From an optimization exercise on the open Yosys and OpenROAD flow, aimed at small area, a short achievable clock period and few clock cycles per item; shortcuts taken in it are not production practice.
In this exercise RTL edits were held to simulation tests only and were not proved equivalent to the original.
Power figures rest on the tool's default switching activity, not on a simulated workload.

===== flow/design.v =====
module Complex_Multiplier (
	input clk,
	input rst,
	input signed  [7:0] Re_in_1,
	input signed  [7:0] Im_in_1,
	input signed  [7:0] Re_in_2,
	input signed  [7:0] Im_in_2,
	input signed  [1:0] data_valid_in,
	output signed [15:0] Re_out,
	output signed [15:0] Im_out,
	output signed [1:0] data_valid_out
);
reg vld_q;
always @(posedge clk) vld_q <= ~rst & (|data_valid_in);
assign data_valid_out = {1'b0, vld_q};
wire cone1, ctwo2, cnz3, cnegn4, cone5, ctwo6, cnz7, cnegn8, cone9, ctwo10, cnz11, cnegn12, cone13, ctwo14, cnz15, cnegn16, done17, dtwo18, dnz19, dnegn20, done21, dtwo22, dnz23, dnegn24, done25, dtwo26, dnz27, dnegn28, done29, dtwo30, dnz31, dnegn32, pp33, pp34, pp35, pp36, pp37, pp38, pp39, pp40, pp41, pp42, pp43, pp44, pp45, pp46, pp47, pp48, pp49, pp50, pp51, pp52, pp53, pp54, pp55, pp56, pp57, pp58, pp59, pp60, pp61, pp62, pp63, pp64, pp65, pp66, pp67, pp68, pp69, pp70, pp71, pp72, pp73, pp74, pp75, pp76, pp77, pp78, pp79, pp80, pp81, pp82, pp83, pp84, pp85, pp86, pp87, pp88, pp89, pp90, pp91, pp92, pp93, pp94, pp95, pp96, pp97, pp98, pp99, pp100, pp101, pp102, pp103, pp104, ci105, ci106, ci107, ci108, res109, rec110, res111, rec112, res113, rec114, res115, rec116, res117, rec118, res119, rec120, res121, rec122, res123, rec124, res125, rec126, res127, rec128, res129, rec130, res131, rec132, res133, rec134, res135, rec136, res137, rec138, res139, rec140, res141, rec142, res143, rec144, res145, rec146, res147, rec148, res149, rec150, res151, rec152, res153, rec154, res155, rec156, res157, rec158, res159, rec160, res161, rec162, res163, rec164, res165, rec166, res167, rec168, res169, rec170, res171, rec172, res173, rec174, res175, rec176, res177, rec178, res179, rec180, res181, rec182, res183, rec184, res185, rec186, res187, rec188, res189, rec190, res191, rec192, res193, rec194, res195, rec196, res197, rec198, res199, rec200, res201, rec202, res203, rec204, res205, rec206, res207, rec208, res209, rec210, res211, rec212, res213, rec214, res215, rec216, res217, rec218, res219, rec220, res221, rec222, res223, rec224, res225, rec226, res227, rec228, res229, rec230, res231, rec232, res233, rec234, res235, rec236, res237, rec238, res239, rec240, res241, rec242, pp243, pp244, pp245, pp246, pp247, pp248, pp249, pp250, pp251, pp252, pp253, pp254, pp255, pp256, pp257, pp258, pp259, pp260, pp261, pp262, pp263, pp264, pp265, pp266, pp267, pp268, pp269, pp270, pp271, pp272, pp273, pp274, pp275, pp276, pp277, pp278, pp279, pp280, pp281, pp282, pp283, pp284, pp285, pp286, pp287, pp288, pp289, pp290, pp291, pp292, pp293, pp294, pp295, pp296, pp297, pp298, pp299, pp300, pp301, pp302, pp303, pp304, pp305, pp306, pp307, pp308, pp309, pp310, pp311, pp312, pp313, pp314, ci315, ci316, ci317, ci318, ims319, imc320, ims321, imc322, ims323, imc324, ims325, imc326, ims327, imc328, ims329, imc330, ims331, imc332, ims333, imc334, ims335, imc336, ims337, imc338, ims339, imc340, ims341, imc342, ims343, imc344, ims345, imc346, ims347, imc348, ims349, imc350, ims351, imc352, ims353, imc354, ims355, imc356, ims357, imc358, ims359, imc360, ims361, imc362, ims363, imc364, ims365, imc366, ims367, imc368, ims369, imc370, ims371, imc372, ims373, imc374, ims375, imc376, ims377, imc378, ims379, imc380, ims381, imc382, ims383, imc384, ims385, imc386, ims387, imc388, ims389, imc390, ims391, imc392, ims393, imc394, ims395, imc396, ims397, imc398, ims399, imc400, ims401, imc402, ims403, imc404, ims405, imc406, ims407, imc408, ims409, imc410, ims411, imc412, ims413, imc414, ims415, imc416, ims417, imc418, ims419, imc420, ims421, imc422, ims423, imc424, ims425, imc426, ims427, imc428, ims429, imc430, ims431, imc432, ims433, imc434, ims435, imc436, ims437, imc438, ims439, imc440, ims441, imc442, ims443, imc444, ims445, imc446, ims447, imc448, ims449, imc450, ims451, imc452;
assign cone1 = Re_in_2[0];
assign ctwo2 = Re_in_2[1] & ~Re_in_2[0];
assign cnz3 = Re_in_2[1] | Re_in_2[0];
assign cnegn4 = ~Re_in_2[1];
assign cone5 = Re_in_2[2] ^ Re_in_2[1];
assign ctwo6 = (Re_in_2[3] & ~Re_in_2[2] & ~Re_in_2[1]) | (~Re_in_2[3] & Re_in_2[2] & Re_in_2[1]);
assign cnz7 = ~(Re_in_2[3] & Re_in_2[2] & Re_in_2[1]) & (Re_in_2[3] | Re_in_2[2] | Re_in_2[1]);
assign cnegn8 = ~Re_in_2[3];
assign cone9 = Re_in_2[4] ^ Re_in_2[3];
assign ctwo10 = (Re_in_2[5] & ~Re_in_2[4] & ~Re_in_2[3]) | (~Re_in_2[5] & Re_in_2[4] & Re_in_2[3]);
assign cnz11 = ~(Re_in_2[5] & Re_in_2[4] & Re_in_2[3]) & (Re_in_2[5] | Re_in_2[4] | Re_in_2[3]);
assign cnegn12 = ~Re_in_2[5];
assign cone13 = Re_in_2[6] ^ Re_in_2[5];
assign ctwo14 = (Re_in_2[7] & ~Re_in_2[6] & ~Re_in_2[5]) | (~Re_in_2[7] & Re_in_2[6] & Re_in_2[5]);
assign cnz15 = ~(Re_in_2[7] & Re_in_2[6] & Re_in_2[5]) & (Re_in_2[7] | Re_in_2[6] | Re_in_2[5]);
assign cnegn16 = ~Re_in_2[7];
assign done17 = Im_in_2[0];
assign dtwo18 = Im_in_2[1] & ~Im_in_2[0];
assign dnz19 = Im_in_2[1] | Im_in_2[0];
assign dnegn20 = ~Im_in_2[1];
assign done21 = Im_in_2[2] ^ Im_in_2[1];
assign dtwo22 = (Im_in_2[3] & ~Im_in_2[2] & ~Im_in_2[1]) | (~Im_in_2[3] & Im_in_2[2] & Im_in_2[1]);
assign dnz23 = ~(Im_in_2[3] & Im_in_2[2] & Im_in_2[1]) & (Im_in_2[3] | Im_in_2[2] | Im_in_2[1]);
assign dnegn24 = ~Im_in_2[3];
assign done25 = Im_in_2[4] ^ Im_in_2[3];
assign dtwo26 = (Im_in_2[5] & ~Im_in_2[4] & ~Im_in_2[3]) | (~Im_in_2[5] & Im_in_2[4] & Im_in_2[3]);
assign dnz27 = ~(Im_in_2[5] & Im_in_2[4] & Im_in_2[3]) & (Im_in_2[5] | Im_in_2[4] | Im_in_2[3]);
assign dnegn28 = ~Im_in_2[5];
assign done29 = Im_in_2[6] ^ Im_in_2[5];
assign dtwo30 = (Im_in_2[7] & ~Im_in_2[6] & ~Im_in_2[5]) | (~Im_in_2[7] & Im_in_2[6] & Im_in_2[5]);
assign dnz31 = ~(Im_in_2[7] & Im_in_2[6] & Im_in_2[5]) & (Im_in_2[7] | Im_in_2[6] | Im_in_2[5]);
assign dnegn32 = ~Im_in_2[7];
cm_bsel1 u_pp33 (.e(cone1), .x(Re_in_1[0]), .n(Re_in_2[1]), .p(pp33));
cm_bsel2 u_pp34 (.e1(cone1), .x1(Re_in_1[1]), .e2(ctwo2), .x2(Re_in_1[0]), .n(Re_in_2[1]), .p(pp34));
cm_bsel2 u_pp35 (.e1(cone1), .x1(Re_in_1[2]), .e2(ctwo2), .x2(Re_in_1[1]), .n(Re_in_2[1]), .p(pp35));
cm_bsel2 u_pp36 (.e1(cone1), .x1(Re_in_1[3]), .e2(ctwo2), .x2(Re_in_1[2]), .n(Re_in_2[1]), .p(pp36));
cm_bsel2 u_pp37 (.e1(cone1), .x1(Re_in_1[4]), .e2(ctwo2), .x2(Re_in_1[3]), .n(Re_in_2[1]), .p(pp37));
cm_bsel2 u_pp38 (.e1(cone1), .x1(Re_in_1[5]), .e2(ctwo2), .x2(Re_in_1[4]), .n(Re_in_2[1]), .p(pp38));
cm_bsel2 u_pp39 (.e1(cone1), .x1(Re_in_1[6]), .e2(ctwo2), .x2(Re_in_1[5]), .n(Re_in_2[1]), .p(pp39));
cm_bsel2 u_pp40 (.e1(cone1), .x1(Re_in_1[7]), .e2(ctwo2), .x2(Re_in_1[6]), .n(Re_in_2[1]), .p(pp40));
cm_bsel1 u_pp41 (.e(cnz3), .x(Re_in_1[7]), .n(cnegn4), .p(pp41));
cm_bsel1 u_pp42 (.e(cone5), .x(Re_in_1[0]), .n(Re_in_2[3]), .p(pp42));
cm_bsel2 u_pp43 (.e1(cone5), .x1(Re_in_1[1]), .e2(ctwo6), .x2(Re_in_1[0]), .n(Re_in_2[3]), .p(pp43));
cm_bsel2 u_pp44 (.e1(cone5), .x1(Re_in_1[2]), .e2(ctwo6), .x2(Re_in_1[1]), .n(Re_in_2[3]), .p(pp44));
cm_bsel2 u_pp45 (.e1(cone5), .x1(Re_in_1[3]), .e2(ctwo6), .x2(Re_in_1[2]), .n(Re_in_2[3]), .p(pp45));
cm_bsel2 u_pp46 (.e1(cone5), .x1(Re_in_1[4]), .e2(ctwo6), .x2(Re_in_1[3]), .n(Re_in_2[3]), .p(pp46));
cm_bsel2 u_pp47 (.e1(cone5), .x1(Re_in_1[5]), .e2(ctwo6), .x2(Re_in_1[4]), .n(Re_in_2[3]), .p(pp47));
cm_bsel2 u_pp48 (.e1(cone5), .x1(Re_in_1[6]), .e2(ctwo6), .x2(Re_in_1[5]), .n(Re_in_2[3]), .p(pp48));
cm_bsel2 u_pp49 (.e1(cone5), .x1(Re_in_1[7]), .e2(ctwo6), .x2(Re_in_1[6]), .n(Re_in_2[3]), .p(pp49));
cm_bsel1 u_pp50 (.e(cnz7), .x(Re_in_1[7]), .n(cnegn8), .p(pp50));
cm_bsel1 u_pp51 (.e(cone9), .x(Re_in_1[0]), .n(Re_in_2[5]), .p(pp51));
cm_bsel2 u_pp52 (.e1(cone9), .x1(Re_in_1[1]), .e2(ctwo10), .x2(Re_in_1[0]), .n(Re_in_2[5]), .p(pp52));
cm_bsel2 u_pp53 (.e1(cone9), .x1(Re_in_1[2]), .e2(ctwo10), .x2(Re_in_1[1]), .n(Re_in_2[5]), .p(pp53));
cm_bsel2 u_pp54 (.e1(cone9), .x1(Re_in_1[3]), .e2(ctwo10), .x2(Re_in_1[2]), .n(Re_in_2[5]), .p(pp54));
cm_bsel2 u_pp55 (.e1(cone9), .x1(Re_in_1[4]), .e2(ctwo10), .x2(Re_in_1[3]), .n(Re_in_2[5]), .p(pp55));
cm_bsel2 u_pp56 (.e1(cone9), .x1(Re_in_1[5]), .e2(ctwo10), .x2(Re_in_1[4]), .n(Re_in_2[5]), .p(pp56));
cm_bsel2 u_pp57 (.e1(cone9), .x1(Re_in_1[6]), .e2(ctwo10), .x2(Re_in_1[5]), .n(Re_in_2[5]), .p(pp57));
cm_bsel2 u_pp58 (.e1(cone9), .x1(Re_in_1[7]), .e2(ctwo10), .x2(Re_in_1[6]), .n(Re_in_2[5]), .p(pp58));
cm_bsel1 u_pp59 (.e(cnz11), .x(Re_in_1[7]), .n(cnegn12), .p(pp59));
cm_bsel1 u_pp60 (.e(cone13), .x(Re_in_1[0]), .n(Re_in_2[7]), .p(pp60));
cm_bsel2 u_pp61 (.e1(cone13), .x1(Re_in_1[1]), .e2(ctwo14), .x2(Re_in_1[0]), .n(Re_in_2[7]), .p(pp61));
cm_bsel2 u_pp62 (.e1(cone13), .x1(Re_in_1[2]), .e2(ctwo14), .x2(Re_in_1[1]), .n(Re_in_2[7]), .p(pp62));
cm_bsel2 u_pp63 (.e1(cone13), .x1(Re_in_1[3]), .e2(ctwo14), .x2(Re_in_1[2]), .n(Re_in_2[7]), .p(pp63));
cm_bsel2 u_pp64 (.e1(cone13), .x1(Re_in_1[4]), .e2(ctwo14), .x2(Re_in_1[3]), .n(Re_in_2[7]), .p(pp64));
cm_bsel2 u_pp65 (.e1(cone13), .x1(Re_in_1[5]), .e2(ctwo14), .x2(Re_in_1[4]), .n(Re_in_2[7]), .p(pp65));
cm_bsel2 u_pp66 (.e1(cone13), .x1(Re_in_1[6]), .e2(ctwo14), .x2(Re_in_1[5]), .n(Re_in_2[7]), .p(pp66));
cm_bsel2 u_pp67 (.e1(cone13), .x1(Re_in_1[7]), .e2(ctwo14), .x2(Re_in_1[6]), .n(Re_in_2[7]), .p(pp67));
cm_bsel1 u_pp68 (.e(cnz15), .x(Re_in_1[7]), .n(cnegn16), .p(pp68));
cm_bsel1 u_pp69 (.e(done17), .x(Im_in_1[0]), .n(dnegn20), .p(pp69));
cm_bsel2 u_pp70 (.e1(done17), .x1(Im_in_1[1]), .e2(dtwo18), .x2(Im_in_1[0]), .n(dnegn20), .p(pp70));
cm_bsel2 u_pp71 (.e1(done17), .x1(Im_in_1[2]), .e2(dtwo18), .x2(Im_in_1[1]), .n(dnegn20), .p(pp71));
cm_bsel2 u_pp72 (.e1(done17), .x1(Im_in_1[3]), .e2(dtwo18), .x2(Im_in_1[2]), .n(dnegn20), .p(pp72));
cm_bsel2 u_pp73 (.e1(done17), .x1(Im_in_1[4]), .e2(dtwo18), .x2(Im_in_1[3]), .n(dnegn20), .p(pp73));
cm_bsel2 u_pp74 (.e1(done17), .x1(Im_in_1[5]), .e2(dtwo18), .x2(Im_in_1[4]), .n(dnegn20), .p(pp74));
cm_bsel2 u_pp75 (.e1(done17), .x1(Im_in_1[6]), .e2(dtwo18), .x2(Im_in_1[5]), .n(dnegn20), .p(pp75));
cm_bsel2 u_pp76 (.e1(done17), .x1(Im_in_1[7]), .e2(dtwo18), .x2(Im_in_1[6]), .n(dnegn20), .p(pp76));
cm_bsel1 u_pp77 (.e(dnz19), .x(Im_in_1[7]), .n(Im_in_2[1]), .p(pp77));
cm_bsel1 u_pp78 (.e(done21), .x(Im_in_1[0]), .n(dnegn24), .p(pp78));
cm_bsel2 u_pp79 (.e1(done21), .x1(Im_in_1[1]), .e2(dtwo22), .x2(Im_in_1[0]), .n(dnegn24), .p(pp79));
cm_bsel2 u_pp80 (.e1(done21), .x1(Im_in_1[2]), .e2(dtwo22), .x2(Im_in_1[1]), .n(dnegn24), .p(pp80));
cm_bsel2 u_pp81 (.e1(done21), .x1(Im_in_1[3]), .e2(dtwo22), .x2(Im_in_1[2]), .n(dnegn24), .p(pp81));
cm_bsel2 u_pp82 (.e1(done21), .x1(Im_in_1[4]), .e2(dtwo22), .x2(Im_in_1[3]), .n(dnegn24), .p(pp82));
cm_bsel2 u_pp83 (.e1(done21), .x1(Im_in_1[5]), .e2(dtwo22), .x2(Im_in_1[4]), .n(dnegn24), .p(pp83));
cm_bsel2 u_pp84 (.e1(done21), .x1(Im_in_1[6]), .e2(dtwo22), .x2(Im_in_1[5]), .n(dnegn24), .p(pp84));
cm_bsel2 u_pp85 (.e1(done21), .x1(Im_in_1[7]), .e2(dtwo22), .x2(Im_in_1[6]), .n(dnegn24), .p(pp85));
cm_bsel1 u_pp86 (.e(dnz23), .x(Im_in_1[7]), .n(Im_in_2[3]), .p(pp86));
cm_bsel1 u_pp87 (.e(done25), .x(Im_in_1[0]), .n(dnegn28), .p(pp87));
cm_bsel2 u_pp88 (.e1(done25), .x1(Im_in_1[1]), .e2(dtwo26), .x2(Im_in_1[0]), .n(dnegn28), .p(pp88));
cm_bsel2 u_pp89 (.e1(done25), .x1(Im_in_1[2]), .e2(dtwo26), .x2(Im_in_1[1]), .n(dnegn28), .p(pp89));
cm_bsel2 u_pp90 (.e1(done25), .x1(Im_in_1[3]), .e2(dtwo26), .x2(Im_in_1[2]), .n(dnegn28), .p(pp90));
cm_bsel2 u_pp91 (.e1(done25), .x1(Im_in_1[4]), .e2(dtwo26), .x2(Im_in_1[3]), .n(dnegn28), .p(pp91));
cm_bsel2 u_pp92 (.e1(done25), .x1(Im_in_1[5]), .e2(dtwo26), .x2(Im_in_1[4]), .n(dnegn28), .p(pp92));
cm_bsel2 u_pp93 (.e1(done25), .x1(Im_in_1[6]), .e2(dtwo26), .x2(Im_in_1[5]), .n(dnegn28), .p(pp93));
cm_bsel2 u_pp94 (.e1(done25), .x1(Im_in_1[7]), .e2(dtwo26), .x2(Im_in_1[6]), .n(dnegn28), .p(pp94));
cm_bsel1 u_pp95 (.e(dnz27), .x(Im_in_1[7]), .n(Im_in_2[5]), .p(pp95));
cm_bsel1 u_pp96 (.e(done29), .x(Im_in_1[0]), .n(dnegn32), .p(pp96));
cm_bsel2 u_pp97 (.e1(done29), .x1(Im_in_1[1]), .e2(dtwo30), .x2(Im_in_1[0]), .n(dnegn32), .p(pp97));
cm_bsel2 u_pp98 (.e1(done29), .x1(Im_in_1[2]), .e2(dtwo30), .x2(Im_in_1[1]), .n(dnegn32), .p(pp98));
cm_bsel2 u_pp99 (.e1(done29), .x1(Im_in_1[3]), .e2(dtwo30), .x2(Im_in_1[2]), .n(dnegn32), .p(pp99));
cm_bsel2 u_pp100 (.e1(done29), .x1(Im_in_1[4]), .e2(dtwo30), .x2(Im_in_1[3]), .n(dnegn32), .p(pp100));
cm_bsel2 u_pp101 (.e1(done29), .x1(Im_in_1[5]), .e2(dtwo30), .x2(Im_in_1[4]), .n(dnegn32), .p(pp101));
cm_bsel2 u_pp102 (.e1(done29), .x1(Im_in_1[6]), .e2(dtwo30), .x2(Im_in_1[5]), .n(dnegn32), .p(pp102));
cm_bsel2 u_pp103 (.e1(done29), .x1(Im_in_1[7]), .e2(dtwo30), .x2(Im_in_1[6]), .n(dnegn32), .p(pp103));
cm_bsel1 u_pp104 (.e(dnz31), .x(Im_in_1[7]), .n(Im_in_2[7]), .p(pp104));
assign ci105 = ~pp49;
assign ci106 = ~pp100;
assign ci107 = ~pp102;
assign ci108 = ~pp104;
cm_ha u_res109 (.a(Re_in_2[7]), .b(dnegn32), .s(res109), .co(rec110));
cm_fa u_res111 (.a(Re_in_2[5]), .b(dnegn28), .c(pp37), .s(res111), .co(rec112));
cm_ha u_res113 (.a(pp38), .b(pp45), .s(res113), .co(rec114));
cm_fa u_res115 (.a(res109), .b(pp39), .c(pp46), .s(res115), .co(rec116));
cm_fa u_res117 (.a(pp53), .b(pp60), .c(pp75), .s(res117), .co(rec118));
cm_fa u_res119 (.a(rec110), .b(pp40), .c(pp47), .s(res119), .co(rec120));
cm_fa u_res121 (.a(pp54), .b(pp61), .c(pp76), .s(res121), .co(rec122));
cm_ha u_res123 (.a(pp83), .b(pp90), .s(res123), .co(rec124));
cm_fa u_res125 (.a(pp41), .b(pp48), .c(pp55), .s(res125), .co(rec126));
cm_fa u_res127 (.a(pp62), .b(pp77), .c(pp84), .s(res127), .co(rec128));
cm_ha u_res129 (.a(pp91), .b(pp98), .s(res129), .co(rec130));
cm_fa u_res131 (.a(pp56), .b(pp63), .c(pp85), .s(res131), .co(rec132));
cm_ha u_res133 (.a(pp92), .b(pp99), .s(res133), .co(rec134));
cm_fa u_res135 (.a(pp49), .b(pp50), .c(pp57), .s(res135), .co(rec136));
cm_ha u_res137 (.a(pp64), .b(pp86), .s(res137), .co(rec138));
cm_ha u_res139 (.a(pp100), .b(pp101), .s(res139), .co(rec140));
cm_fa u_res141 (.a(Re_in_2[3]), .b(dnegn24), .c(pp35), .s(res141), .co(rec142));
cm_ha u_res143 (.a(pp36), .b(pp43), .s(res143), .co(rec144));
cm_fa u_res145 (.a(pp44), .b(pp51), .c(pp73), .s(res145), .co(rec146));
cm_ha u_res147 (.a(pp80), .b(pp87), .s(res147), .co(rec148));
cm_fa u_res149 (.a(pp52), .b(pp74), .c(pp81), .s(res149), .co(rec150));
cm_fa u_res151 (.a(pp88), .b(res113), .c(rec112), .s(res151), .co(rec152));
cm_fa u_res153 (.a(pp82), .b(pp89), .c(pp96), .s(res153), .co(rec154));
cm_fa u_res155 (.a(rec114), .b(res115), .c(res117), .s(res155), .co(rec156));
cm_fa u_res157 (.a(pp97), .b(res123), .c(rec116), .s(res157), .co(rec158));
cm_fa u_res159 (.a(rec118), .b(res119), .c(res121), .s(res159), .co(rec160));
cm_fa u_res161 (.a(rec124), .b(res129), .c(rec120), .s(res161), .co(rec162));
cm_fa u_res163 (.a(rec122), .b(res125), .c(res127), .s(res163), .co(rec164));
cm_fa u_res165 (.a(ci105), .b(rec130), .c(res133), .s(res165), .co(rec166));
cm_fa u_res167 (.a(rec126), .b(rec128), .c(res131), .s(res167), .co(rec168));
cm_fa u_res169 (.a(pp93), .b(ci106), .c(rec134), .s(res169), .co(rec170));
cm_fa u_res171 (.a(res137), .b(rec132), .c(res135), .s(res171), .co(rec172));
cm_fa u_res173 (.a(pp58), .b(pp65), .c(pp94), .s(res173), .co(rec174));
cm_fa u_res175 (.a(rec138), .b(res139), .c(rec136), .s(res175), .co(rec176));
cm_fa u_res177 (.a(pp59), .b(pp66), .c(pp95), .s(res177), .co(rec178));
cm_ha u_res179 (.a(ci107), .b(rec140), .s(res179), .co(rec180));
cm_ha u_res181 (.a(pp102), .b(pp103), .s(res181), .co(rec182));
cm_ha u_res183 (.a(Re_in_2[1]), .b(dnegn20), .s(res183), .co(rec184));
cm_ha u_res185 (.a(pp42), .b(pp71), .s(res185), .co(rec186));
cm_fa u_res187 (.a(pp72), .b(pp79), .c(res143), .s(res187), .co(rec188));
cm_fa u_res189 (.a(rec144), .b(res147), .c(res111), .s(res189), .co(rec190));
cm_fa u_res191 (.a(rec148), .b(rec146), .c(res149), .s(res191), .co(rec192));
cm_fa u_res193 (.a(rec150), .b(res153), .c(rec152), .s(res193), .co(rec194));
cm_fa u_res195 (.a(rec154), .b(rec156), .c(res157), .s(res195), .co(rec196));
cm_fa u_res197 (.a(rec158), .b(rec160), .c(res161), .s(res197), .co(rec198));
cm_fa u_res199 (.a(res165), .b(rec162), .c(rec164), .s(res199), .co(rec200));
cm_fa u_res201 (.a(rec166), .b(res169), .c(rec168), .s(res201), .co(rec202));
cm_fa u_res203 (.a(res173), .b(rec170), .c(rec172), .s(res203), .co(rec204));
cm_fa u_res205 (.a(rec174), .b(res179), .c(res177), .s(res205), .co(rec206));
cm_fa u_res207 (.a(pp67), .b(res181), .c(rec180), .s(res207), .co(rec208));
cm_ha u_res209 (.a(pp68), .b(ci108), .s(res209), .co(rec210));
cm_ha u_res211 (.a(res183), .b(pp33), .s(res211), .co(rec212));
cm_fa u_res213 (.a(rec184), .b(pp34), .c(pp70), .s(res213), .co(rec214));
cm_fa u_res215 (.a(pp78), .b(res185), .c(res141), .s(res215), .co(rec216));
cm_fa u_res217 (.a(rec186), .b(rec142), .c(res187), .s(res217), .co(rec218));
cm_fa u_res219 (.a(res145), .b(rec188), .c(res189), .s(res219), .co(rec220));
cm_fa u_res221 (.a(rec190), .b(res151), .c(res191), .s(res221), .co(rec222));
cm_fa u_res223 (.a(rec192), .b(res155), .c(res193), .s(res223), .co(rec224));
cm_fa u_res225 (.a(res159), .b(rec194), .c(res195), .s(res225), .co(rec226));
cm_fa u_res227 (.a(res163), .b(rec196), .c(res197), .s(res227), .co(rec228));
cm_fa u_res229 (.a(res167), .b(rec198), .c(res199), .s(res229), .co(rec230));
cm_fa u_res231 (.a(res171), .b(rec200), .c(res201), .s(res231), .co(rec232));
cm_fa u_res233 (.a(res175), .b(rec202), .c(res203), .s(res233), .co(rec234));
cm_fa u_res235 (.a(rec176), .b(res205), .c(rec204), .s(res235), .co(rec236));
cm_fa u_res237 (.a(rec178), .b(res207), .c(rec206), .s(res237), .co(rec238));
cm_fa u_res239 (.a(rec182), .b(res209), .c(rec208), .s(res239), .co(rec240));
cm_ha u_res241 (.a(pp104), .b(rec210), .s(res241), .co(rec242));
cm_bsel1 u_pp243 (.e(cone1), .x(Im_in_1[0]), .n(Re_in_2[1]), .p(pp243));
cm_bsel2 u_pp244 (.e1(cone1), .x1(Im_in_1[1]), .e2(ctwo2), .x2(Im_in_1[0]), .n(Re_in_2[1]), .p(pp244));
cm_bsel2 u_pp245 (.e1(cone1), .x1(Im_in_1[2]), .e2(ctwo2), .x2(Im_in_1[1]), .n(Re_in_2[1]), .p(pp245));
cm_bsel2 u_pp246 (.e1(cone1), .x1(Im_in_1[3]), .e2(ctwo2), .x2(Im_in_1[2]), .n(Re_in_2[1]), .p(pp246));
cm_bsel2 u_pp247 (.e1(cone1), .x1(Im_in_1[4]), .e2(ctwo2), .x2(Im_in_1[3]), .n(Re_in_2[1]), .p(pp247));
cm_bsel2 u_pp248 (.e1(cone1), .x1(Im_in_1[5]), .e2(ctwo2), .x2(Im_in_1[4]), .n(Re_in_2[1]), .p(pp248));
cm_bsel2 u_pp249 (.e1(cone1), .x1(Im_in_1[6]), .e2(ctwo2), .x2(Im_in_1[5]), .n(Re_in_2[1]), .p(pp249));
cm_bsel2 u_pp250 (.e1(cone1), .x1(Im_in_1[7]), .e2(ctwo2), .x2(Im_in_1[6]), .n(Re_in_2[1]), .p(pp250));
cm_bsel1 u_pp251 (.e(cnz3), .x(Im_in_1[7]), .n(cnegn4), .p(pp251));
cm_bsel1 u_pp252 (.e(cone5), .x(Im_in_1[0]), .n(Re_in_2[3]), .p(pp252));
cm_bsel2 u_pp253 (.e1(cone5), .x1(Im_in_1[1]), .e2(ctwo6), .x2(Im_in_1[0]), .n(Re_in_2[3]), .p(pp253));
cm_bsel2 u_pp254 (.e1(cone5), .x1(Im_in_1[2]), .e2(ctwo6), .x2(Im_in_1[1]), .n(Re_in_2[3]), .p(pp254));
cm_bsel2 u_pp255 (.e1(cone5), .x1(Im_in_1[3]), .e2(ctwo6), .x2(Im_in_1[2]), .n(Re_in_2[3]), .p(pp255));
cm_bsel2 u_pp256 (.e1(cone5), .x1(Im_in_1[4]), .e2(ctwo6), .x2(Im_in_1[3]), .n(Re_in_2[3]), .p(pp256));
cm_bsel2 u_pp257 (.e1(cone5), .x1(Im_in_1[5]), .e2(ctwo6), .x2(Im_in_1[4]), .n(Re_in_2[3]), .p(pp257));
cm_bsel2 u_pp258 (.e1(cone5), .x1(Im_in_1[6]), .e2(ctwo6), .x2(Im_in_1[5]), .n(Re_in_2[3]), .p(pp258));
cm_bsel2 u_pp259 (.e1(cone5), .x1(Im_in_1[7]), .e2(ctwo6), .x2(Im_in_1[6]), .n(Re_in_2[3]), .p(pp259));
cm_bsel1 u_pp260 (.e(cnz7), .x(Im_in_1[7]), .n(cnegn8), .p(pp260));
cm_bsel1 u_pp261 (.e(cone9), .x(Im_in_1[0]), .n(Re_in_2[5]), .p(pp261));
cm_bsel2 u_pp262 (.e1(cone9), .x1(Im_in_1[1]), .e2(ctwo10), .x2(Im_in_1[0]), .n(Re_in_2[5]), .p(pp262));
cm_bsel2 u_pp263 (.e1(cone9), .x1(Im_in_1[2]), .e2(ctwo10), .x2(Im_in_1[1]), .n(Re_in_2[5]), .p(pp263));
cm_bsel2 u_pp264 (.e1(cone9), .x1(Im_in_1[3]), .e2(ctwo10), .x2(Im_in_1[2]), .n(Re_in_2[5]), .p(pp264));
cm_bsel2 u_pp265 (.e1(cone9), .x1(Im_in_1[4]), .e2(ctwo10), .x2(Im_in_1[3]), .n(Re_in_2[5]), .p(pp265));
cm_bsel2 u_pp266 (.e1(cone9), .x1(Im_in_1[5]), .e2(ctwo10), .x2(Im_in_1[4]), .n(Re_in_2[5]), .p(pp266));
cm_bsel2 u_pp267 (.e1(cone9), .x1(Im_in_1[6]), .e2(ctwo10), .x2(Im_in_1[5]), .n(Re_in_2[5]), .p(pp267));
cm_bsel2 u_pp268 (.e1(cone9), .x1(Im_in_1[7]), .e2(ctwo10), .x2(Im_in_1[6]), .n(Re_in_2[5]), .p(pp268));
cm_bsel1 u_pp269 (.e(cnz11), .x(Im_in_1[7]), .n(cnegn12), .p(pp269));
cm_bsel1 u_pp270 (.e(cone13), .x(Im_in_1[0]), .n(Re_in_2[7]), .p(pp270));
cm_bsel2 u_pp271 (.e1(cone13), .x1(Im_in_1[1]), .e2(ctwo14), .x2(Im_in_1[0]), .n(Re_in_2[7]), .p(pp271));
cm_bsel2 u_pp272 (.e1(cone13), .x1(Im_in_1[2]), .e2(ctwo14), .x2(Im_in_1[1]), .n(Re_in_2[7]), .p(pp272));
cm_bsel2 u_pp273 (.e1(cone13), .x1(Im_in_1[3]), .e2(ctwo14), .x2(Im_in_1[2]), .n(Re_in_2[7]), .p(pp273));
cm_bsel2 u_pp274 (.e1(cone13), .x1(Im_in_1[4]), .e2(ctwo14), .x2(Im_in_1[3]), .n(Re_in_2[7]), .p(pp274));
cm_bsel2 u_pp275 (.e1(cone13), .x1(Im_in_1[5]), .e2(ctwo14), .x2(Im_in_1[4]), .n(Re_in_2[7]), .p(pp275));
cm_bsel2 u_pp276 (.e1(cone13), .x1(Im_in_1[6]), .e2(ctwo14), .x2(Im_in_1[5]), .n(Re_in_2[7]), .p(pp276));
cm_bsel2 u_pp277 (.e1(cone13), .x1(Im_in_1[7]), .e2(ctwo14), .x2(Im_in_1[6]), .n(Re_in_2[7]), .p(pp277));
cm_bsel1 u_pp278 (.e(cnz15), .x(Im_in_1[7]), .n(cnegn16), .p(pp278));
cm_bsel1 u_pp279 (.e(done17), .x(Re_in_1[0]), .n(Im_in_2[1]), .p(pp279));
cm_bsel2 u_pp280 (.e1(done17), .x1(Re_in_1[1]), .e2(dtwo18), .x2(Re_in_1[0]), .n(Im_in_2[1]), .p(pp280));
cm_bsel2 u_pp281 (.e1(done17), .x1(Re_in_1[2]), .e2(dtwo18), .x2(Re_in_1[1]), .n(Im_in_2[1]), .p(pp281));
cm_bsel2 u_pp282 (.e1(done17), .x1(Re_in_1[3]), .e2(dtwo18), .x2(Re_in_1[2]), .n(Im_in_2[1]), .p(pp282));
cm_bsel2 u_pp283 (.e1(done17), .x1(Re_in_1[4]), .e2(dtwo18), .x2(Re_in_1[3]), .n(Im_in_2[1]), .p(pp283));
cm_bsel2 u_pp284 (.e1(done17), .x1(Re_in_1[5]), .e2(dtwo18), .x2(Re_in_1[4]), .n(Im_in_2[1]), .p(pp284));
cm_bsel2 u_pp285 (.e1(done17), .x1(Re_in_1[6]), .e2(dtwo18), .x2(Re_in_1[5]), .n(Im_in_2[1]), .p(pp285));
cm_bsel2 u_pp286 (.e1(done17), .x1(Re_in_1[7]), .e2(dtwo18), .x2(Re_in_1[6]), .n(Im_in_2[1]), .p(pp286));
cm_bsel1 u_pp287 (.e(dnz19), .x(Re_in_1[7]), .n(dnegn20), .p(pp287));
cm_bsel1 u_pp288 (.e(done21), .x(Re_in_1[0]), .n(Im_in_2[3]), .p(pp288));
cm_bsel2 u_pp289 (.e1(done21), .x1(Re_in_1[1]), .e2(dtwo22), .x2(Re_in_1[0]), .n(Im_in_2[3]), .p(pp289));
cm_bsel2 u_pp290 (.e1(done21), .x1(Re_in_1[2]), .e2(dtwo22), .x2(Re_in_1[1]), .n(Im_in_2[3]), .p(pp290));
cm_bsel2 u_pp291 (.e1(done21), .x1(Re_in_1[3]), .e2(dtwo22), .x2(Re_in_1[2]), .n(Im_in_2[3]), .p(pp291));
cm_bsel2 u_pp292 (.e1(done21), .x1(Re_in_1[4]), .e2(dtwo22), .x2(Re_in_1[3]), .n(Im_in_2[3]), .p(pp292));
cm_bsel2 u_pp293 (.e1(done21), .x1(Re_in_1[5]), .e2(dtwo22), .x2(Re_in_1[4]), .n(Im_in_2[3]), .p(pp293));
cm_bsel2 u_pp294 (.e1(done21), .x1(Re_in_1[6]), .e2(dtwo22), .x2(Re_in_1[5]), .n(Im_in_2[3]), .p(pp294));
cm_bsel2 u_pp295 (.e1(done21), .x1(Re_in_1[7]), .e2(dtwo22), .x2(Re_in_1[6]), .n(Im_in_2[3]), .p(pp295));
cm_bsel1 u_pp296 (.e(dnz23), .x(Re_in_1[7]), .n(dnegn24), .p(pp296));
cm_bsel1 u_pp297 (.e(done25), .x(Re_in_1[0]), .n(Im_in_2[5]), .p(pp297));
cm_bsel2 u_pp298 (.e1(done25), .x1(Re_in_1[1]), .e2(dtwo26), .x2(Re_in_1[0]), .n(Im_in_2[5]), .p(pp298));
cm_bsel2 u_pp299 (.e1(done25), .x1(Re_in_1[2]), .e2(dtwo26), .x2(Re_in_1[1]), .n(Im_in_2[5]), .p(pp299));
cm_bsel2 u_pp300 (.e1(done25), .x1(Re_in_1[3]), .e2(dtwo26), .x2(Re_in_1[2]), .n(Im_in_2[5]), .p(pp300));
cm_bsel2 u_pp301 (.e1(done25), .x1(Re_in_1[4]), .e2(dtwo26), .x2(Re_in_1[3]), .n(Im_in_2[5]), .p(pp301));
cm_bsel2 u_pp302 (.e1(done25), .x1(Re_in_1[5]), .e2(dtwo26), .x2(Re_in_1[4]), .n(Im_in_2[5]), .p(pp302));
cm_bsel2 u_pp303 (.e1(done25), .x1(Re_in_1[6]), .e2(dtwo26), .x2(Re_in_1[5]), .n(Im_in_2[5]), .p(pp303));
cm_bsel2 u_pp304 (.e1(done25), .x1(Re_in_1[7]), .e2(dtwo26), .x2(Re_in_1[6]), .n(Im_in_2[5]), .p(pp304));
cm_bsel1 u_pp305 (.e(dnz27), .x(Re_in_1[7]), .n(dnegn28), .p(pp305));
cm_bsel1 u_pp306 (.e(done29), .x(Re_in_1[0]), .n(Im_in_2[7]), .p(pp306));
cm_bsel2 u_pp307 (.e1(done29), .x1(Re_in_1[1]), .e2(dtwo30), .x2(Re_in_1[0]), .n(Im_in_2[7]), .p(pp307));
cm_bsel2 u_pp308 (.e1(done29), .x1(Re_in_1[2]), .e2(dtwo30), .x2(Re_in_1[1]), .n(Im_in_2[7]), .p(pp308));
cm_bsel2 u_pp309 (.e1(done29), .x1(Re_in_1[3]), .e2(dtwo30), .x2(Re_in_1[2]), .n(Im_in_2[7]), .p(pp309));
cm_bsel2 u_pp310 (.e1(done29), .x1(Re_in_1[4]), .e2(dtwo30), .x2(Re_in_1[3]), .n(Im_in_2[7]), .p(pp310));
cm_bsel2 u_pp311 (.e1(done29), .x1(Re_in_1[5]), .e2(dtwo30), .x2(Re_in_1[4]), .n(Im_in_2[7]), .p(pp311));
cm_bsel2 u_pp312 (.e1(done29), .x1(Re_in_1[6]), .e2(dtwo30), .x2(Re_in_1[5]), .n(Im_in_2[7]), .p(pp312));
cm_bsel2 u_pp313 (.e1(done29), .x1(Re_in_1[7]), .e2(dtwo30), .x2(Re_in_1[6]), .n(Im_in_2[7]), .p(pp313));
cm_bsel1 u_pp314 (.e(dnz31), .x(Re_in_1[7]), .n(dnegn32), .p(pp314));
assign ci315 = ~pp259;
assign ci316 = ~pp259;
assign ci317 = ~pp269;
assign ci318 = ~pp278;
cm_ha u_ims319 (.a(Im_in_2[7]), .b(Re_in_2[7]), .s(ims319), .co(imc320));
cm_fa u_ims321 (.a(Im_in_2[5]), .b(Re_in_2[5]), .c(pp247), .s(ims321), .co(imc322));
cm_ha u_ims323 (.a(pp248), .b(pp255), .s(ims323), .co(imc324));
cm_fa u_ims325 (.a(ims319), .b(pp249), .c(pp256), .s(ims325), .co(imc326));
cm_fa u_ims327 (.a(pp263), .b(pp270), .c(pp285), .s(ims327), .co(imc328));
cm_fa u_ims329 (.a(imc320), .b(pp250), .c(pp257), .s(ims329), .co(imc330));
cm_fa u_ims331 (.a(pp264), .b(pp271), .c(pp286), .s(ims331), .co(imc332));
cm_ha u_ims333 (.a(pp293), .b(pp300), .s(ims333), .co(imc334));
cm_fa u_ims335 (.a(pp251), .b(pp258), .c(pp265), .s(ims335), .co(imc336));
cm_fa u_ims337 (.a(pp272), .b(pp287), .c(pp294), .s(ims337), .co(imc338));
cm_ha u_ims339 (.a(pp301), .b(pp308), .s(ims339), .co(imc340));
cm_fa u_ims341 (.a(pp266), .b(pp273), .c(pp295), .s(ims341), .co(imc342));
cm_ha u_ims343 (.a(pp302), .b(pp309), .s(ims343), .co(imc344));
cm_fa u_ims345 (.a(pp260), .b(pp267), .c(pp274), .s(ims345), .co(imc346));
cm_ha u_ims347 (.a(pp296), .b(pp303), .s(ims347), .co(imc348));
cm_ha u_ims349 (.a(pp259), .b(pp268), .s(ims349), .co(imc350));
cm_fa u_ims351 (.a(Im_in_2[3]), .b(Re_in_2[3]), .c(pp245), .s(ims351), .co(imc352));
cm_ha u_ims353 (.a(pp246), .b(pp253), .s(ims353), .co(imc354));
cm_fa u_ims355 (.a(pp254), .b(pp261), .c(pp283), .s(ims355), .co(imc356));
cm_ha u_ims357 (.a(pp290), .b(pp297), .s(ims357), .co(imc358));
cm_fa u_ims359 (.a(pp262), .b(pp284), .c(pp291), .s(ims359), .co(imc360));
cm_fa u_ims361 (.a(pp298), .b(ims323), .c(imc322), .s(ims361), .co(imc362));
cm_fa u_ims363 (.a(pp292), .b(pp299), .c(pp306), .s(ims363), .co(imc364));
cm_fa u_ims365 (.a(imc324), .b(ims325), .c(ims327), .s(ims365), .co(imc366));
cm_fa u_ims367 (.a(pp307), .b(ims333), .c(imc326), .s(ims367), .co(imc368));
cm_fa u_ims369 (.a(imc328), .b(ims329), .c(ims331), .s(ims369), .co(imc370));
cm_fa u_ims371 (.a(imc334), .b(ims339), .c(imc330), .s(ims371), .co(imc372));
cm_fa u_ims373 (.a(imc332), .b(ims335), .c(ims337), .s(ims373), .co(imc374));
cm_fa u_ims375 (.a(ci315), .b(imc340), .c(ims343), .s(ims375), .co(imc376));
cm_fa u_ims377 (.a(imc336), .b(imc338), .c(ims341), .s(ims377), .co(imc378));
cm_fa u_ims379 (.a(pp310), .b(ci316), .c(imc344), .s(ims379), .co(imc380));
cm_fa u_ims381 (.a(ims347), .b(imc342), .c(ims345), .s(ims381), .co(imc382));
cm_fa u_ims383 (.a(pp275), .b(pp304), .c(pp311), .s(ims383), .co(imc384));
cm_fa u_ims385 (.a(imc348), .b(ims349), .c(imc346), .s(ims385), .co(imc386));
cm_fa u_ims387 (.a(pp276), .b(pp305), .c(pp312), .s(ims387), .co(imc388));
cm_ha u_ims389 (.a(ci317), .b(imc350), .s(ims389), .co(imc390));
cm_ha u_ims391 (.a(pp269), .b(pp277), .s(ims391), .co(imc392));
cm_ha u_ims393 (.a(Im_in_2[1]), .b(Re_in_2[1]), .s(ims393), .co(imc394));
cm_ha u_ims395 (.a(pp252), .b(pp281), .s(ims395), .co(imc396));
cm_fa u_ims397 (.a(pp282), .b(pp289), .c(ims353), .s(ims397), .co(imc398));
cm_fa u_ims399 (.a(imc354), .b(ims357), .c(ims321), .s(ims399), .co(imc400));
cm_fa u_ims401 (.a(imc358), .b(imc356), .c(ims359), .s(ims401), .co(imc402));
cm_fa u_ims403 (.a(imc360), .b(ims363), .c(imc362), .s(ims403), .co(imc404));
cm_fa u_ims405 (.a(imc364), .b(imc366), .c(ims367), .s(ims405), .co(imc406));
cm_fa u_ims407 (.a(imc368), .b(imc370), .c(ims371), .s(ims407), .co(imc408));
cm_fa u_ims409 (.a(ims375), .b(imc372), .c(imc374), .s(ims409), .co(imc410));
cm_fa u_ims411 (.a(imc376), .b(ims379), .c(imc378), .s(ims411), .co(imc412));
cm_fa u_ims413 (.a(ims383), .b(imc380), .c(imc382), .s(ims413), .co(imc414));
cm_fa u_ims415 (.a(imc384), .b(ims389), .c(ims387), .s(ims415), .co(imc416));
cm_fa u_ims417 (.a(pp313), .b(ims391), .c(imc390), .s(ims417), .co(imc418));
cm_ha u_ims419 (.a(pp314), .b(ci318), .s(ims419), .co(imc420));
cm_ha u_ims421 (.a(ims393), .b(pp243), .s(ims421), .co(imc422));
cm_fa u_ims423 (.a(imc394), .b(pp244), .c(pp280), .s(ims423), .co(imc424));
cm_fa u_ims425 (.a(pp288), .b(ims395), .c(ims351), .s(ims425), .co(imc426));
cm_fa u_ims427 (.a(imc396), .b(imc352), .c(ims397), .s(ims427), .co(imc428));
cm_fa u_ims429 (.a(ims355), .b(imc398), .c(ims399), .s(ims429), .co(imc430));
cm_fa u_ims431 (.a(imc400), .b(ims361), .c(ims401), .s(ims431), .co(imc432));
cm_fa u_ims433 (.a(imc402), .b(ims365), .c(ims403), .s(ims433), .co(imc434));
cm_fa u_ims435 (.a(ims369), .b(imc404), .c(ims405), .s(ims435), .co(imc436));
cm_fa u_ims437 (.a(ims373), .b(imc406), .c(ims407), .s(ims437), .co(imc438));
cm_fa u_ims439 (.a(ims377), .b(imc408), .c(ims409), .s(ims439), .co(imc440));
cm_fa u_ims441 (.a(ims381), .b(imc410), .c(ims411), .s(ims441), .co(imc442));
cm_fa u_ims443 (.a(ims385), .b(imc412), .c(ims413), .s(ims443), .co(imc444));
cm_fa u_ims445 (.a(imc386), .b(ims415), .c(imc414), .s(ims445), .co(imc446));
cm_fa u_ims447 (.a(imc388), .b(ims417), .c(imc416), .s(ims447), .co(imc448));
cm_fa u_ims449 (.a(imc392), .b(ims419), .c(imc418), .s(ims449), .co(imc450));
cm_ha u_ims451 (.a(pp278), .b(imc420), .s(ims451), .co(imc452));
wire [15:0] re_r0 = {res241, res239, res237, rec234, rec232, rec230, rec228, rec226, rec224, rec222, rec220, rec218, rec216, rec214, rec212, pp69};
wire [15:0] re_r1 = {rec240, rec238, rec236, res235, res233, res231, res229, res227, res225, res223, res221, res219, res217, res215, res213, res211};
reg re_q0_0;
always @(posedge clk) re_q0_0 <= pp69;
reg re_q0_1;
always @(posedge clk) re_q0_1 <= rec212;
reg re_q0_2;
always @(posedge clk) re_q0_2 <= rec214;
reg re_q0_3;
always @(posedge clk) re_q0_3 <= rec216;
reg re_q0_4;
always @(posedge clk) re_q0_4 <= rec218;
reg re_q0_5;
always @(posedge clk) re_q0_5 <= rec220;
reg re_q0_6;
always @(posedge clk) re_q0_6 <= rec222;
reg re_q0_7;
always @(posedge clk) re_q0_7 <= rec224;
reg re_q0_8;
always @(posedge clk) re_q0_8 <= rec226;
reg re_q0_9;
always @(posedge clk) re_q0_9 <= rec228;
reg re_q0_10;
always @(posedge clk) re_q0_10 <= rec230;
reg re_q0_11;
always @(posedge clk) re_q0_11 <= rec232;
reg re_q0_12;
always @(posedge clk) re_q0_12 <= rec234;
reg re_q0_13;
always @(posedge clk) re_q0_13 <= res237;
reg re_q0_14;
always @(posedge clk) re_q0_14 <= res239;
reg re_q0_15;
always @(posedge clk) re_q0_15 <= res241;
reg re_q1_0;
always @(posedge clk) re_q1_0 <= res211;
reg re_q1_1;
always @(posedge clk) re_q1_1 <= res213;
reg re_q1_2;
always @(posedge clk) re_q1_2 <= res215;
reg re_q1_3;
always @(posedge clk) re_q1_3 <= res217;
reg re_q1_4;
always @(posedge clk) re_q1_4 <= res219;
reg re_q1_5;
always @(posedge clk) re_q1_5 <= res221;
reg re_q1_6;
always @(posedge clk) re_q1_6 <= res223;
reg re_q1_7;
always @(posedge clk) re_q1_7 <= res225;
reg re_q1_8;
always @(posedge clk) re_q1_8 <= res227;
reg re_q1_9;
always @(posedge clk) re_q1_9 <= res229;
reg re_q1_10;
always @(posedge clk) re_q1_10 <= res231;
reg re_q1_11;
always @(posedge clk) re_q1_11 <= res233;
reg re_q1_12;
always @(posedge clk) re_q1_12 <= res235;
reg re_q1_13;
always @(posedge clk) re_q1_13 <= rec236;
reg re_q1_14;
always @(posedge clk) re_q1_14 <= rec238;
reg re_q1_15;
always @(posedge clk) re_q1_15 <= rec240;
assign Re_out = {re_q0_15, re_q0_14, re_q0_13, re_q0_12, re_q0_11, re_q0_10, re_q0_9, re_q0_8, re_q0_7, re_q0_6, re_q0_5, re_q0_4, re_q0_3, re_q0_2, re_q0_1, re_q0_0} + {re_q1_15, re_q1_14, re_q1_13, re_q1_12, re_q1_11, re_q1_10, re_q1_9, re_q1_8, re_q1_7, re_q1_6, re_q1_5, re_q1_4, re_q1_3, re_q1_2, re_q1_1, re_q1_0};
wire [15:0] im_r0 = {ims451, ims449, ims447, imc444, imc442, imc440, imc438, imc436, imc434, imc432, imc430, imc428, imc426, imc424, imc422, pp279};
wire [15:0] im_r1 = {imc450, imc448, imc446, ims445, ims443, ims441, ims439, ims437, ims435, ims433, ims431, ims429, ims427, ims425, ims423, ims421};
reg im_q0_0;
always @(posedge clk) im_q0_0 <= pp279;
reg im_q0_1;
always @(posedge clk) im_q0_1 <= imc422;
reg im_q0_2;
always @(posedge clk) im_q0_2 <= imc424;
reg im_q0_3;
always @(posedge clk) im_q0_3 <= imc426;
reg im_q0_4;
always @(posedge clk) im_q0_4 <= imc428;
reg im_q0_5;
always @(posedge clk) im_q0_5 <= imc430;
reg im_q0_6;
always @(posedge clk) im_q0_6 <= imc432;
reg im_q0_7;
always @(posedge clk) im_q0_7 <= imc434;
reg im_q0_8;
always @(posedge clk) im_q0_8 <= imc436;
reg im_q0_9;
always @(posedge clk) im_q0_9 <= imc438;
reg im_q0_10;
always @(posedge clk) im_q0_10 <= imc440;
reg im_q0_11;
always @(posedge clk) im_q0_11 <= imc442;
reg im_q0_12;
always @(posedge clk) im_q0_12 <= imc444;
reg im_q0_13;
always @(posedge clk) im_q0_13 <= ims447;
reg im_q0_14;
always @(posedge clk) im_q0_14 <= ims449;
reg im_q0_15;
always @(posedge clk) im_q0_15 <= ims451;
reg im_q1_0;
always @(posedge clk) im_q1_0 <= ims421;
reg im_q1_1;
always @(posedge clk) im_q1_1 <= ims423;
reg im_q1_2;
always @(posedge clk) im_q1_2 <= ims425;
reg im_q1_3;
always @(posedge clk) im_q1_3 <= ims427;
reg im_q1_4;
always @(posedge clk) im_q1_4 <= ims429;
reg im_q1_5;
always @(posedge clk) im_q1_5 <= ims431;
reg im_q1_6;
always @(posedge clk) im_q1_6 <= ims433;
reg im_q1_7;
always @(posedge clk) im_q1_7 <= ims435;
reg im_q1_8;
always @(posedge clk) im_q1_8 <= ims437;
reg im_q1_9;
always @(posedge clk) im_q1_9 <= ims439;
reg im_q1_10;
always @(posedge clk) im_q1_10 <= ims441;
reg im_q1_11;
always @(posedge clk) im_q1_11 <= ims443;
reg im_q1_12;
always @(posedge clk) im_q1_12 <= ims445;
reg im_q1_13;
always @(posedge clk) im_q1_13 <= imc446;
reg im_q1_14;
always @(posedge clk) im_q1_14 <= imc448;
reg im_q1_15;
always @(posedge clk) im_q1_15 <= imc450;
assign Im_out = {im_q0_15, im_q0_14, im_q0_13, im_q0_12, im_q0_11, im_q0_10, im_q0_9, im_q0_8, im_q0_7, im_q0_6, im_q0_5, im_q0_4, im_q0_3, im_q0_2, im_q0_1, im_q0_0} + {im_q1_15, im_q1_14, im_q1_13, im_q1_12, im_q1_11, im_q1_10, im_q1_9, im_q1_8, im_q1_7, im_q1_6, im_q1_5, im_q1_4, im_q1_3, im_q1_2, im_q1_1, im_q1_0};
endmodule
module cm_fa (input a, input b, input c, output s, output co);
  assign s = a ^ b ^ c;
  assign co = (a & b) | (a & c) | (b & c);
endmodule
module cm_bsel1 (input e, input x, input n, output p);
  assign p = (e & x) ^ n;
endmodule
module cm_bsel2 (input e1, input x1, input e2, input x2, input n, output p);
  assign p = ((e1 & x1) | (e2 & x2)) ^ n;
endmodule
module cm_ha (input a, input b, output s, output co);
  assign s = a ^ b;
  assign co = a & b;
endmodule

===== flow/flow/run.sh =====
#!/bin/bash
# The standard ORFS flow (standard.sh) with two changes:
#  - port buffers are sky130_fd_sc_hd__buf_2 cells instead of the default
#    delay buffers;
#  - before floorplanning, combinational cells start at drive strength 1
#    (flow/downsize.tcl); the flow's repair steps upsize where needed.
# Each tool's log stays under orfs/logs/; make's own output goes to run_make.log.
set -euo pipefail
here=$(pwd)
bash standard.sh \
  "BUFFER_PORTS_ARGS=-buffer_cell sky130_fd_sc_hd__buf_2" \
  "PRE_FLOORPLAN_TCL=$here/flow/downsize.tcl" \
  finish > run_make.log 2>&1

===== flow/flow/downsize.tcl =====
# PRE_FLOORPLAN hook: start every combinational cell of the synthesized netlist
# at drive strength 1; the flow's own repair steps upsize cells where timing
# or slew needs it. Flip-flops keep the cell synthesis gave them.
set n_down 0
foreach inst [get_cells *] {
  set ref [get_property $inst ref_name]
  if { [regexp {^(sky130_fd_sc_hd__[a-z0-9]+)_([0-9]+)$} $ref -> base size] } {
    if { $size <= 1 || [string match "*__df*" $base] || [string match "*__conb*" $base] } {
      continue
    }
    set cand [get_lib_cells -quiet */${base}_1]
    if { [llength $cand] > 0 } {
      replace_cell $inst [lindex $cand 0]
      incr n_down
    }
  }
}
puts "downsize.tcl: $n_down cells set to drive strength 1"

===== flow/standard.sh =====
#!/bin/bash
# synth_recipe.tcl (not shown) runs the flow's synth.tcl, then flattens the netlist and writes it again
# the make line also repeats each setting of config.mk as NAME=value (left out here)
make -C /OpenROAD-flow-scripts/flow DESIGN_CONFIG=/design/flow/config.mk WORK_HOME=/design/flow/orfs CLKGATE_MAP_FILE= SYNTH_SCRIPT=/design/flow/synth_recipe.tcl "${@:-finish}"

===== flow/config.mk =====
export PLATFORM = sky130hd
export DESIGN_NAME = Complex_Multiplier
export DESIGN_NICKNAME = Complex_Multiplier
export VERILOG_FILES = /design/flow/design.v
export SDC_FILE = /design/flow/constraint.sdc
export NUM_CORES = 4
export LEC_CHECK = 0
export CAP_MARGIN = 20
export CORE_MARGIN = 2
export CORE_UTILIZATION = 40
export CTS_BUF_LIST = sky130_fd_sc_hd__clkbuf_4 sky130_fd_sc_hd__clkbuf_8
export SLEW_MARGIN = 20
export SYNTH_HIERARCHICAL = 1

===== flow/constraint.sdc =====
create_clock -name core_clock -period 5.0 [get_ports {clk}]
set_input_delay 1.0000 -clock core_clock [delete_from_list [all_inputs] [get_ports {clk}]]
set_output_delay 1.0000 -clock core_clock [all_outputs]
set_load 0.01 [all_outputs]

==> qor.tcl, run 1 <==
set qor(routed_wl_per_cell_um) 17.0
set qor(finalWorstSetupSlack_ns) 0.834
set qor(critical_path_cell_count) 10
set qor(p_int_mw) 2.74
set qor(combPwrFrac_pct) 73.4
set qor(period_minus_slack_ns) 4.17
set qor(timing.critical_path.slowest_cell_delay_ns) 0.73
set qor(cp_common_cell) {sky130_fd_sc_hd__fa_1}
set qor(critPathBufInv) 2
set qor(n_antenna_cell) 0
set qor(first_pass_grt_wire_length_um) 29600
set qor(fmax_mhz) 240
set qor(post-route-util_pct) 46.0
set qor(floorplan.core_area_mm2) 0.0187
set qor(worst_path_max_delay_cell) {sky130_fd_sc_hd__o21ai_0}
set qor(placement_rows) 50
set qor(grt_antenna_before_repair) 0
set qor(end_of_the_worst_hold_path) {vld_q}
set qor(grt_setup_unrepaired) {no}
set qor(first_pass_iters) 6
set qor(drcViolationCount) 0
set qor(yosys_warnings) 7
set qor(mean_number_of_vias_per_cell) 5.53
set qor(tritoncts_num_sinks) 65
set qor(cts_resized) 0
set qor(initial_utilization_pct) 40.7
set qor(filler_cell_count) 1811
set qor(swShare_pct) 45.2
set qor(final_cells) 1064
set qor(numPlacedInstances) 1049
set qor(placement.io_buffers) 68
set qor(grt_max_degree) 26
set qor(timing.critical_path.from_type) {input port}
set qor(dr_total_vias) 5889
set qor(seq_power_share_pct) 17.3
set qor(number_of_buffers_created_by_cts) 9
set qor(vdd_ir_drop_max_v) 0.000282
set qor(grt_pass1_vias) 5875
set qor(powerDensity_mw_per_mm2) 581
set qor(pin_count) 70
set qor(report.final.setup_viol) 0
set qor(groute.usage.overall_pct) 18.6
set qor(timing.final.crit_share_pct) 83.3
set qor(critical-path-top-delay-family) {adder cells}
set qor(crit_type) {in -> reg}
set qor(cts_max_path_buffers) 2
set qor(status) {timing/DRC/antenna clean}
set qor(drtIter0Drc) 417
set qor(cts.htree.levels) 3
set qor(pwr-share-clk_pct) 9.2
set qor(gr-total-overflow) 0
set qor(gp_congestion) 0.833
set qor(hold_buffers) 0
set qor(clock_transition_at_path_regs_ns) 0.07
set qor(cp_max_fo) 8
set qor(worstHoldPathCells) 2
set qor(switchingPower_mw) 2.26
set qor(power_leakage_nw) 3.51
set qor(whs_ns) 0.777
set qor(post_route_cells_drive_above_1_share_pct) 12.9
set qor(die_height_um) 142
set qor(worst_ep_arrival_time_ns) 4.41
set qor(slew_headroom_pct) 36.6
set qor(drt-total-wl_um) 18100
set qor(timing.final.hold_violations) 0
set qor(timing.hold.worst.start) {rst}
set qor(die_width_um) 142
set qor(maxCapViolations) 0
set qor(synth.net_count) 932
set qor(total_negative_slack_ns) 0
set qor(final_antenna_net_count) 0
set qor(final-max-slew-violation-count) 0
set qor(critical_path.cell_chain) {buf_2 > nand2b_1 > o21ai_0 > buf_4 > a22oi_1 > xnor2_1 > fa_1 > fa_1 > fa_1 > fa_1}
set qor(post-cts-setup-buffer-count) 0
set qor(timing.hold.worst.class) {in -> reg}
set qor(synthCells) 730
set qor(post-place-ws_ns) 0.458
set qor(cts_tree) {yes}
set qor(dpl.hpwl_um) 13400
set qor(least_margin_pin_slew_ns) 0.942
set qor(cts-root-buf) {sky130_fd_sc_hd__clkbuf_8}
set qor(dieArea_mm2) 0.0202
set qor(timing.critical_path.to_type) {register}
set qor(worstPathRequired_ns) 5.25
set qor(net_count_final) 1028
==> stage by stage <==
step	power, mW	cell area, um2
2_1_floorplan	3.54	7620
3_3_place_gp	4.60	8410
3_5_place_dp	4.64	8410
4_1_cts	5.12	8610
5_1_grt	5.62	8610
6_report	5.00	8610
==> power by group through the flow <==
stage          combinational (mW)  clock, mW  sequential, mW
2_1_floorplan                2.68          0           0.865
3_3_place_gp                 3.72          0           0.880
3_5_place_dp                 3.75          0           0.883
4_1_cts                      3.77      0.477           0.872
5_1_grt                      4.23      0.497           0.893
6_report                     3.67      0.462           0.867
==> cells in the final DEF (no fill, tap or decap), types with 8 or more instances in the layout <==
| cell type | instances |
|---|---|
| sky130_fd_sc_hd__nand3_1 | 14 |
| sky130_fd_sc_hd__xor2_1 | 14 |
| sky130_fd_sc_hd__nor3_1 | 10 |
| sky130_fd_sc_hd__inv_1 | 22 |
| sky130_fd_sc_hd__fa_1 | 104 |
| sky130_fd_sc_hd__and3_1 | 11 |
| sky130_fd_sc_hd__ha_1 | 62 |
| sky130_fd_sc_hd__nor2_1 | 18 |
| sky130_fd_sc_hd__o21ai_0 | 10 |
| sky130_fd_sc_hd__a22oi_1 | 112 |
| sky130_fd_sc_hd__buf_4 | 24 |
| sky130_fd_sc_hd__nand2_1 | 40 |
| sky130_fd_sc_hd__xnor2_1 | 163 |
| sky130_fd_sc_hd__dfxtp_1 | 65 |
| sky130_fd_sc_hd__clkbuf_8 | 11 |
| sky130_fd_sc_hd__buf_2 | 68 |
| sky130_fd_sc_hd__a21o_1 | 8 |
| sky130_fd_sc_hd__a21oi_1 | 20 |
==> routing by layer <==
| metal | track usage [%] | part of all wire [%] | vias up |
|---|---|---|---|
| met4 | 5.05 | 1.6 | 0 |
| li1 | - | - | 2793 |
| met2 | 27.3 | 43 | 229 |
| met5 | 0 | 0 | - |
| met1 | 27.5 | 47 | 2848 |
| met3 | 4.07 | 8.4 | 19 |
==> worst max-delay path by stage <==
| stage | to | start | slack (ns) |
|---|---|---|---|
| 2_1_floorplan | im_q1_8 | Re_in_2[5] | 0.59 |
| 3_3_place_gp | im_q1_8 | Re_in_2[4] | 0.55 |
| 3_5_place_dp | im_q1_8 | Re_in_2[4] | 0.46 |
| 4_1_cts | im_q1_8 | Re_in_2[4] | 0.85 |
| 5_1_grt | im_q1_7 | Re_in_2[4] | 0.69 |
| 6_report | im_q1_8 | Re_in_2[4] | 0.83 |
==> area by class of cell <==
| type | count | area [um2] | share of cell area, % |
|---|---|---|---|
| Multi-Input combinational cell | 636 | 6210 | 72.1 |
| Sequential cell | 65 | 1300 | 15.1 |
| Timing Repair Buffer | 92 | 520 | 6.04 |
| Clock inverter | 2 | 37.5 | 0.436 |
| Tap cell | 234 | 293 | 3.40 |
| Inverter | 22 | 82.6 | 0.959 |
| Clock buffer | 13 | 166 | 1.93 |
Testbench counts, summed over its fixed seeds: cycles 2,400, items 2,400.
==> run 2: changes to the inputs <==
--- a/flow/config.mk
+++ b/flow/config.mk
@@ -11,2 +11,3 @@
 export CTS_BUF_LIST = sky130_fd_sc_hd__clkbuf_4 sky130_fd_sc_hd__clkbuf_8
+export SETUP_SLACK_MARGIN = 1.2
 export SLEW_MARGIN = 20
==> qor.tcl, run 2 <==
set qor(status) {timing/DRC/antenna clean} ;# unchanged
set qor(most_frequent_cells_in_the_layout) {sky130_fd_sc_hd__xnor2_1, sky130_fd_sc_hd__a22oi_1, sky130_fd_sc_hd__fa_1} ;# unchanged
set qor(timing.final.hold_violations) 0 ;# unchanged
set qor(post_route_cells_drive_above_1_share_pct) 16.9 ;# was 12.9%
set qor(maxCapViolations) 0 ;# unchanged
set qor(drcViolationCount) 0 ;# unchanged
set qor(fmax_mhz) 268 ;# was 240 MHz
set qor(number_of_buffers_created_by_cts) 9 ;# unchanged
set qor(worstHoldPathCells) 2 ;# unchanged
set qor(gp_congestion) 0.839 ;# was 0.833
set qor(report.final.setup_viol) 0 ;# unchanged
set qor(slew_headroom_pct) 63.8 ;# was 36.6%
set qor(timing.hold.worst.start) {rst} ;# unchanged
set qor(dr_total_vias) 6055 ;# was 5,889
set qor(total_negative_slack_ns) 0 ;# unchanged
set qor(net_count_final) 1037 ;# was 1,028
set qor(final-max-slew-violation-count) 0 ;# unchanged
set qor(tritoncts_num_sinks) 65 ;# unchanged
set qor(placement_rows) 50 ;# unchanged
set qor(worstPathRequired_ns) 5.24 ;# was 5.25 ns
set qor(crit_type) {in -> reg} ;# unchanged
set qor(cts-root-buf) {sky130_fd_sc_hd__clkbuf_8} ;# unchanged
set qor(cts_tree) {yes} ;# unchanged
set qor(commonest_non_fill_non_tap_cell_in_the_layout) {sky130_fd_sc_hd__xnor2_1} ;# unchanged
set qor(die_height_um) 142 ;# unchanged
set qor(timing.critical_path.from_type) {input port} ;# unchanged
set qor(power_leakage_nw) 3.62 ;# was 3.51 nW
set qor(whs_ns) 0.783 ;# was 0.777 ns
set qor(cp_max_fo) 7 ;# was 8
set qor(placement.io_buffers) 68 ;# unchanged
set qor(synth.net_count) 932 ;# unchanged
set qor(drtIter0Drc) 554 ;# was 417
set qor(period_minus_slack_ns) 3.74 ;# was 4.17 ns
set qor(groute.usage.overall_pct) 19.3 ;# was 18.6%
set qor(postLayoutCellArea_mm2) 0.00902 ;# was 0.00861 mm2
set qor(drt-total-wl_um) 18700 ;# was 18,100 um
set qor(die_width_um) 142 ;# unchanged
set qor(synthCells) 730 ;# unchanged
set qor(hold_buffers) 0 ;# unchanged
set qor(powerDensity_mw_per_mm2) 566 ;# was 581 mW/mm2
set qor(first_pass_iters) 5 ;# was 6
set qor(grt_max_degree) 20 ;# was 26
set qor(yosys_warnings) 7 ;# unchanged
set qor(timing.critical_path.to_type) {register} ;# unchanged
set qor(least_margin_pin_slew_ns) 0.542 ;# was 0.942 ns
set qor(vdd_ir_drop_max_v) 0.000223 ;# was 0.000282 V
set qor(gr-total-overflow) 0 ;# unchanged
set qor(floorplan.core_area_mm2) 0.0187 ;# unchanged
set qor(grt_pass1_vias) 5942 ;# was 5,875
set qor(final_antenna_net_count) 0 ;# unchanged
set qor(timing.hold.worst.class) {in -> reg} ;# unchanged
set qor(routed_wl_per_cell_um) 17.4 ;# was 17.0 um
set qor(grt_setup_unrepaired) {no} ;# unchanged
set qor(cts_max_path_buffers) 2 ;# unchanged
set qor(setup.worst_path.start) {Re_in_2[4]} ;# unchanged
set qor(placed_area_mm2) 0.00846 ;# was 0.00841 mm2
set qor(grt_antenna_before_repair) 2 ;# was 0
set qor(timing.final.crit_share_pct) 74.7 ;# was 83.3%
set qor(filler_cell_count) 1769 ;# was 1,811
set qor(initial_utilization_pct) 40.7 ;# unchanged
set qor(cts.htree.levels) 3 ;# unchanged
set qor(pin_count) 70 ;# unchanged
set qor(mean_number_of_vias_per_cell) 5.63 ;# was 5.53
set qor(clock_transition_at_path_regs_ns) 0.07 ;# about the same
set qor(worst_ep_arrival_time_ns) 3.98 ;# was 4.41 ns
set qor(dpl.hpwl_um) 13800 ;# was 13,400 um
set qor(first_pass_grt_wire_length_um) 30500 ;# was 29,600 um
set qor(dieArea_mm2) 0.0202 ;# unchanged
==> run 2: through the flow <==
stage / worst slack [ns] / util, % / total power [mW] / instances
global route: 1.20 / 48.2 / 5.74 / 1074
floorplan: 1.20 / - / 3.55 / 730
finish: 1.26 / 48.2 / 5.11 / 1076
CTS: 1.21 / 46.7 / 5.15 / 1053
global placement: 0.589 / 45.2 / 4.59 / 1037
detailed placement: 0.582 / 45.2 / 4.64 / 1037
==> run 2: cell type report <==
cell class,count,area [um2],share of cell area [%]
Antenna cell,2,5.00,0.0555
Clock buffer,12,165,1.83
Clock inverter,4,50.0,0.555
Inverter,22,93.8,1.04
Multi-Input combinational cell,637,6460,71.6
Sequential cell,65,1300,14.4
Tap cell,234,293,3.24
Timing Repair Buffer,100,657,7.28
==> run 2: layer usage <==
layer	part of all wire (%)	track usage, %	routed length (um)	up-vias
li1	-	-	-	2818
met3	7.9	5.85	1480	15
met5	0	0	0	-
met2	45	28.5	8390	228
met4	1.0	4.68	194	0
met1	46	27.6	8690	2994
==> run 2: critical path: stages <==
cell	delay, ns
sky130_fd_sc_hd__buf_2	0.16
sky130_fd_sc_hd__nand2b_1	0.27
sky130_fd_sc_hd__o21ai_4	0.34
sky130_fd_sc_hd__buf_4	0.19
sky130_fd_sc_hd__a22oi_2	0.06
sky130_fd_sc_hd__xnor2_1	0.19
sky130_fd_sc_hd__fa_1	0.46
sky130_fd_sc_hd__fa_1	0.40
sky130_fd_sc_hd__fa_1	0.50
sky130_fd_sc_hd__fa_1	0.41
==> run 2: what timing repair did <==
action	in CTS	in global routing
buffers inserted	0	20
endpoints found under the setup margin	20	23
resized for setup	11	22
pin swaps	0	11
gates cloned	0	1
==> run 2: path summary, 6_finish.rpt <==
path | end | slack, ns
worst min-delay path | vld_q | 0.78
worst max-delay path | re_q1_11 | 1.26
==> run 2: power breakdown <==
part           internal, mW  leakage (nW)  total, mW  switching, mW
registers             0.797         0.548      0.869         0.0718
clock network         0.270         0.105      0.477          0.207
logic                  1.73          2.97       3.76           2.03

[static timing again, ports no longer ideal]
How much do the figures lean on ideal ports? The routed layouts below were timed once more, with nothing changed but the port constraints. Step 1 (the two cells are an assumption about what drives the block):
set clk [get_ports {clk}]
set_driving_cell -lib_cell sky130_fd_sc_hd__clkbuf_16 $clk
set_driving_cell -lib_cell sky130_fd_sc_hd__buf_2 [delete_from_list [all_inputs] $clk]
Step 2 moves the port delays by t, midway between the first and last clock arrival at a register: inputs arrive t later, outputs are due t later. That takes back most of the time a late clock gives input paths. a / b / c = ideal / step 1 / step 2; a / b = the first two.
| run | shift t [ns] | setup slack, ns | latest minus earliest clock arrival (ns) | slew at the worst register clock pin (ns) | pins driven straight from the clock port |
|---|---|---|---|---|---|
| run 1 | 0.396 | 0.834 / 0.844 / 0.449 | 0.011 / 0.011 | 0.07 / 0.07 | 1 |
| run 2 | 0.401 | 1.265 / 1.216 / 0.815 | 0.012 / 0.012 | 0.07 / 0.07 | 1 |
After both steps every run listed still meets setup and hold. For run 2, which loses most, drivers alone change the setup slack by -0.049 ns; drivers and shift together by -0.450 ns.
